This design comes from an exercise in tuning for small area on the open sky130 flow, not from production work. Only simulation tests tie the RTL to the original design; equivalence was not proved. Power and IR drop assume default switching activity.

Setup of build 68:
## SDRAM_HAL_Base
module SDRAM_HAL_Base(CLOCK_50, reset_n, Ton_PWM, Latch_PWM, OE_PWM, GPIO_PWM, GPIO_DIV);
For scale: ~1500 cells after synthesis, about 340 flip-flops, roughly 85 I/O pins, ~12000 µm² of cells after synthesis.
Settings: LEC_CHECK=0, ABC_AREA=1, CAP_MARGIN=20, CORE_MARGIN=2, CORE_UTILIZATION=70, PLACE_DENSITY=0.8, SLEW_MARGIN=20, BUFFER_PORTS_ARGS=-buffer_cell sky130_fd_sc_hd__buf_1, CTS_ARGS=-sink_clustering_enable -repair_clock_nets -dont_use_dummy_load -sink_clustering_size 30 -sink_clustering_max_diameter 80 -buf_list "sky130_fd_sc_hd__clkbuf_16", POST_FLOORPLAN_TCL=/design/flow/flow/downsize.tcl; clock period 5.0 ns.
standard.sh (not shown) runs the stock make flow with config.mk's settings and CLKGATE_MAP_FILE= SYNTH_SCRIPT=/design/flow/synth_recipe.tcl, a recipe that flattens the netlist after the stock synthesis.
==> flow/flow/run.sh <==
#!/bin/bash
# Standard ORFS layout with smaller port buffers, smallest-drive logic cells
# after synthesis (repair steps upsize where needed) and a leaner clock tree.
set -euo pipefail
W=$PWD
cat >> config.mk <<CFG
export BUFFER_PORTS_ARGS = -buffer_cell sky130_fd_sc_hd__buf_1
export CTS_ARGS = -sink_clustering_enable -repair_clock_nets -dont_use_dummy_load -sink_clustering_size 30 -sink_clustering_max_diameter 80 -buf_list "sky130_fd_sc_hd__clkbuf_16"
export POST_FLOORPLAN_TCL = $W/flow/downsize.tcl
CFG
bash standard.sh finish > orfs_make.log 2>&1
==> flow/flow/downsize.tcl <==
# Swap every combinational cell for the smallest cell of the same function
# (same base name, other drive strength). Registers, clock cells and
# physical-only cells are left alone; later repair steps upsize where needed.
proc my_downsize {} {
  set lib [lindex [get_libs *] 0]
  set n 0
  set saved 0.0
  foreach inst [get_cells *] {
    set m [get_property $inst ref_name]
    if {![regexp {^(sky130_fd_sc_hd__([a-z0-9]+))_(\d+)$} $m -> base fn size]} { continue }
    if {[regexp {^(df|edf|sdf|dl|clk|tap|fill|decap|conb|diode|lpflow)} $fn]} { continue }
    set cur [get_lib_cells */$m]
    set best $m
    set barea [get_property $cur area]
    foreach s {0 1 2} {
      set c [get_lib_cells -quiet */${base}_$s]
      if {$c == ""} { continue }
      set a [get_property $c area]
      if {$a < $barea} { set best ${base}_$s; set barea $a }
    }
    if {$best ne $m} {
      set saved [expr {$saved + [get_property $cur area] - $barea}]
      replace_cell $inst $best
      incr n
    }
  }
  puts "my_downsize: replaced $n cells, saved [format %.1f $saved] um2"
}
my_downsize
> inputs changed (build 68 -> build 50)
Settings: changing CTS_ARGS from -sink_clustering_enable -repair_clock_nets -dont_use_dummy_load -sink_clustering_size 30 -sink_clustering_max_diameter 80 -buf_list "sky130_fd_sc_hd__clkbuf_16" to -sink_clustering_enable -repair_clock_nets -dont_use_dummy_load -sink_clustering_size 30 -sink_clustering_max_diameter 80 -buf_list "sky130_fd_sc_hd__clkbuf_16" -root_buf sky130_fd_sc_hd__clkbuf_4 -tree_buf sky130_fd_sc_hd__clkbuf_4.
--- a/flow/flow/run.sh
+++ b/flow/flow/run.sh
@@ -7,3 +7,3 @@
 export BUFFER_PORTS_ARGS = -buffer_cell sky130_fd_sc_hd__buf_1
-export CTS_ARGS = -sink_clustering_enable -repair_clock_nets -dont_use_dummy_load -sink_clustering_size 30 -sink_clustering_max_diameter 80 -buf_list "sky130_fd_sc_hd__clkbuf_16"
+export CTS_ARGS = -sink_clustering_enable -repair_clock_nets -dont_use_dummy_load -sink_clustering_size 30 -sink_clustering_max_diameter 80 -buf_list "sky130_fd_sc_hd__clkbuf_16" -root_buf sky130_fd_sc_hd__clkbuf_4 -tree_buf sky130_fd_sc_hd__clkbuf_4
 export POST_FLOORPLAN_TCL = $W/flow/downsize.tcl
Notes after the runs:
Build 50 | status: complete | timing, DRC, antenna: pass. Build 50 vs build 68: total power down slightly. Comparing build 50 and build 68, net load switching power is lower on build 50. On tightest hold margin, build 50 and build 68 are neck and neck. The via count was comparable across build 50 and build 68. Portion of the clock cycle consumed by the worst path in the final layout of build 50 is on par with build 68.

port drivers added, routing unchanged:
How much do the figures lean on ideal ports? The routed layouts below were timed once more, with nothing changed but the port constraints. Step 1: set_driving_cell puts a clkbuf_16 on CLOCK_50 and a buf_2 on each other input, an assumption about the parent block. Step 2 moves the port delays by t, midway between the first and last clock arrival at a register: inputs arrive t later, outputs are due t later. That takes back most of the time a late clock gives input paths. Slacks: ideal / step 1 / step 2; pairs: ideal / step 1.
| run | t, ns | setup WS [ns] | worst data-port slew with drivers (ns) |
|---|---|---|---|
| build 68 | 0.521 | 1.463 / 1.463 / 1.112 | 0.04 |
| build 50 | 0.697 | 1.461 / 1.461 / 1.108 | 0.04 |
After both steps every run listed still meets setup and hold. The setup slack of build 50, which loses most, moves by 0.000 ns with the drivers and by -0.353 ns with both steps.
